What follows belongs to an exercise in optimizing a design on an open flow for small area and a short achievable clock period; a production flow would make more cautious choices. No driver is modelled on the clock port, so clocking that relies on it looks cheaper here than on a real chip. Power and IR drop assume default switching activity.

Setup of north:
==> flow/design.v <==
module top_level (
    input          clk,
    input          resetn,
    input          start,
    input  [31:0]  frame_size,
    input  [15:0]  packet_size,
    input  [7:0]   pp_group,
    output [127:0] out1_tdata,
    output         out1_tvalid,
    output         out1_tlast,
    output [127:0] out2_tdata,
    output         out2_tvalid,
    output         out2_tlast
);
reg        gen_on;
reg [15:0] g;
wire [16:0] g_cy;
assign g_cy[0] = 1'b1;
genvar i;
generate for (i = 0; i < 16; i = i + 1) begin : g_gen
    assign g_cy[i+1] = g_cy[i] & g[i];
end endgenerate
always @(posedge clk) begin
    gen_on <= resetn & (gen_on | start);
    g      <= {16{gen_on}} & (g ^ g_cy[15:0]);
end
reg        path;
reg [15:0] ci;
reg [7:0]  co;
reg [15:0] cps;
reg        cps_t0;
reg        ovf;
wire ci_end = (ci == 16'd1);
wire co_end = (co == 8'd1);
wire swap   = ci_end & co_end & ~ovf;
wire [16:0] ci_bw;
wire [8:0]  co_bw;
assign ci_bw[0]  = 1'b1;
assign co_bw[0]  = 1'b1;
generate for (i = 0; i < 16; i = i + 1) begin : g_sw
    assign ci_bw[i+1]  = ci_bw[i] & ~ci[i];
end endgenerate
generate for (i = 0; i < 8; i = i + 1) begin : g_co
    assign co_bw[i+1] = co_bw[i] & ~co[i];
end endgenerate
always @(posedge clk) begin
    if (!resetn) begin
        path <= 1'b0;
        ci   <= packet_size;
        co   <= pp_group;
        cps  <= 16'd1;
        cps_t0 <= 1'b1;
        ovf  <= (pp_group == 8'd0);
    end else begin
        ci <= ci_end ? packet_size : ci ^ ci_bw[15:0];
        if (ci_end)
            co <= co_end ? pp_group : co ^ co_bw[7:0];
        cps <= swap ? 16'd1 : {cps[14:0], cps[15] ^ cps[14] ^ cps[12] ^ cps[3]};
        cps_t0 <= swap;
        if (cps == 16'd1 && !cps_t0 && !swap)
            ovf <= 1'b1;
        if (swap)
            path <= ~path;
    end
end
wire en1 = gen_on &  path;
wire en2 = gen_on & ~path;
reg          v1, v2;
reg  [127:0] c1, c2;
reg          pprev;
reg  [15:0]  hold;
wire [128:0] c1_cy, c2_cy;
assign c1_cy[0] = en1;
assign c2_cy[0] = en2;
generate for (i = 0; i < 128; i = i + 1) begin : g_cnt
    assign c1_cy[i+1] = c1_cy[i] & c1[i];
    assign c2_cy[i+1] = c2_cy[i] & c2[i];
end endgenerate
always @(posedge clk) begin
    pprev <= path;
    if (path ^ pprev)
        hold <= g;
    if (!resetn) begin
        v1 <= 1'b0;
        v2 <= 1'b0;
        c1 <= 128'd0;
        c2 <= 128'd0;
    end else begin
        v1 <= v1 | en1;
        v2 <= v2 | en2;
        c1 <= c1 ^ c1_cy[127:0];
        c2 <= c2 ^ c2_cy[127:0];
    end
end
reg        st_d, st_m1, st_m2, st_fc;
reg [15:0] p_r;
reg [31:0] rem;
wire [31:0] p_x = {16'd0, p_r};
wire [32:0] bw;
wire [31:0] diff = rem ^ p_x ^ bw[31:0];
wire        last_d = bw[32];
assign bw[0] = 1'b0;
generate for (i = 0; i < 32; i = i + 1) begin : g_rem
    assign bw[i+1] = (~rem[i] & (p_x[i] | bw[i])) | (p_x[i] & bw[i]);
end endgenerate
always @(posedge clk) begin
    p_r <= packet_size;
    rem <= (!resetn || !st_d) ? frame_size : diff;
    if (!resetn) begin
        st_d  <= 1'b1;
        st_m1 <= 1'b0;
        st_m2 <= 1'b0;
        st_fc <= 1'b0;
    end else begin
        st_d  <= (st_d & ~last_d) | st_fc;
        st_m1 <= st_d & last_d;
        st_m2 <= st_m1;
        st_fc <= st_m2;
    end
end
localparam [15:0] META_WORD = 16'd1638;
wire        s_g1 = st_d &  pprev, s_h1 = st_d & ~pprev;
wire        s_g2 = st_d & ~pprev, s_h2 = st_d &  pprev;
wire [15:0] x1 = ({16{s_g1}} & g) | ({16{s_h1}} & hold);
wire [15:0] x2 = ({16{s_g2}} & g) | ({16{s_h2}} & hold);
wire [15:0] m  = {16{st_m1 | st_m2}} & META_WORD;
assign out1_tdata  = ({128{st_fc}} & c1) | {{7{x1}}, x1 | m};
assign out2_tdata  = ({128{st_fc}} & c2) | {{7{x2}}, x2 | m};
assign out1_tvalid = ~st_d | v1;
assign out2_tvalid = ~st_d | v2;
assign out1_tlast  = st_fc;
assign out2_tlast  = st_fc;
endmodule
export LEC_CHECK = 0
export CAP_MARGIN = 20
export CORE_MARGIN = 2
export CORE_UTILIZATION = 40
export CTS_BUF_LIST = sky130_fd_sc_hd__clkbuf_16
export CTS_CLUSTER_DIAMETER = 100
export CTS_CLUSTER_SIZE = 25
export GPL_TIMING_DRIVEN = 0
export SLEW_MARGIN = 20
create_clock -name core_clock -period 150.0 [get_ports {clk}]
standard.sh (not shown) runs the stock make flow with config.mk's settings and CLKGATE_MAP_FILE= SYNTH_SCRIPT=/design/flow/synth_recipe.tcl, a recipe that flattens the netlist after the stock synthesis.
==> flow/flow/run.sh <==
#!/bin/bash
# The standard layout (standard.sh) with three changes to how it is made:
# - the port buffers are buf_1 cells instead of the delay cells that
#   buffer_ports picks by default;
# - before the resizer runs, every signal net with more than 24 loads is
#   split into groups of nearby loads, each driven by its own buf_4
#   (fanout_tree.tcl), instead of the resizer's buffer chains;
# - the resizer may not use delay cells as buffers (hook.tcl).
# The clock period and constraints are the standard flow's. ORFS's output is in
# standard.log; its per-step logs are under orfs/logs/.
export FLOW_FLOW_DIR=$PWD/flow
export BUFFER_PORTS_ARGS="-buffer_cell sky130_fd_sc_hd__buf_1"
export PRE_RESIZE_TCL=$PWD/flow/pre_resize.tcl
export PRE_CTS_TCL=$PWD/flow/hook.tcl
export PRE_GLOBAL_ROUTE_TCL=$PWD/flow/hook.tcl
bash standard.sh > standard.log 2>&1
==> flow/flow/pre_resize.tcl <==
source $::env(FLOW_FLOW_DIR)/hook.tcl
source $::env(FLOW_FLOW_DIR)/fanout_tree.tcl
my_fanout_tree 24 sky130_fd_sc_hd__buf_4
Other scripts of this flow, unchanged in this note and not shown: flow/flow/fanout_tree.tcl, flow/flow/hook.tcl
Modified inputs, south compared to north
--- a/flow/flow/run.sh
+++ b/flow/flow/run.sh
@@ -4,3 +4,4 @@
 #   buffer_ports picks by default;
-# - before the resizer runs, every signal net with more than 24 loads is
+# - before the resizer runs, the buffers synthesis left on signal nets are
+#   removed (rm_bufs.tcl), and every signal net with more than 24 loads is
 #   split into groups of nearby loads, each driven by its own buf_4
==> flow/flow/pre_resize.tcl <==
source $::env(FLOW_FLOW_DIR)/hook.tcl
source $::env(FLOW_FLOW_DIR)/rm_bufs.tcl
source $::env(FLOW_FLOW_DIR)/fanout_tree.tcl
my_remove_inner_buffers
my_fanout_tree 24 sky130_fd_sc_hd__buf_4
==> flow/flow/rm_bufs.tcl (new file) <==
# Remove the buffers synthesis and placement left on signal nets (not the
# port buffers, not the clock), so that fanout_tree.tcl sees each net whole.
proc my_remove_inner_buffers {} {
  set block [ord::get_db_block]
  set bufs {}
  foreach inst [$block getInsts] {
    set master [[$inst getMaster] getName]
    if { ![regexp {^sky130_fd_sc_hd__(clk)?buf_[0-9]+$} $master] } { continue }
    set port_side 0
    foreach it [$inst getITerms] {
      set net [$it getNet]
      if { $net == "NULL" } { continue }
      if { [$net getSigType] != "SIGNAL" } { continue }
      if { [llength [$net getBTerms]] > 0 } { set port_side 1 }
    }
    if { !$port_side } { lappend bufs [$inst getName] }
  }
  puts "removing [llength $bufs] inner buffers"
  if { [llength $bufs] > 0 } { remove_buffers {*}$bufs }
}
## What came out
- Min clock network fraction of design power across north and south: north
- Compared with north, south shows cell-internal power that has gone up slightly.
- Lower total length of routed wires among north and south: south
- Taking north as the reference, in south switching power summed over all nets shrank by 0.00076 mW; path length in cells of the critical path level.
- From north to south the numbers moved as follows: fraction of the cycle the final worst path needs moved down, post-detailed-placement half-perimeter wirelength fell about 6.5%.
No run of this note included a check of the RTL's function; only the layout flow was run.

[static timing again, ports no longer ideal]
The results above use ideal ports. As a check the final layouts listed here were re-extracted and re-timed, cells and wires unchanged.
Step 1 sets driving cells, clkbuf_16 on the clock port and buf_2 on the other inputs (assumed; they add their load-dependent delay and slew).
Step 2 times the ports against the registers' clock, not the clock port: input delays grow and output delays shrink by t, the midpoint of the rising clock arrivals with the driver on.
Slacks: no drivers / after step 1 / after step 2; pairs: no drivers / after step 1.
run	t, ns	setup WS [ns]	hold WS [ns]	worst setup path at the end	worst register clock-pin slew, ns
north	0.590	117.060 / 117.007 / 117.597	0.449 / 0.449 / 0.449	register to output	0.11 / 0.11
south	0.579	117.451 / 117.398 / 117.670	0.448 / 0.448 / 0.448	input to register	0.10 / 0.10
After both steps setup and hold are still met in every run listed.
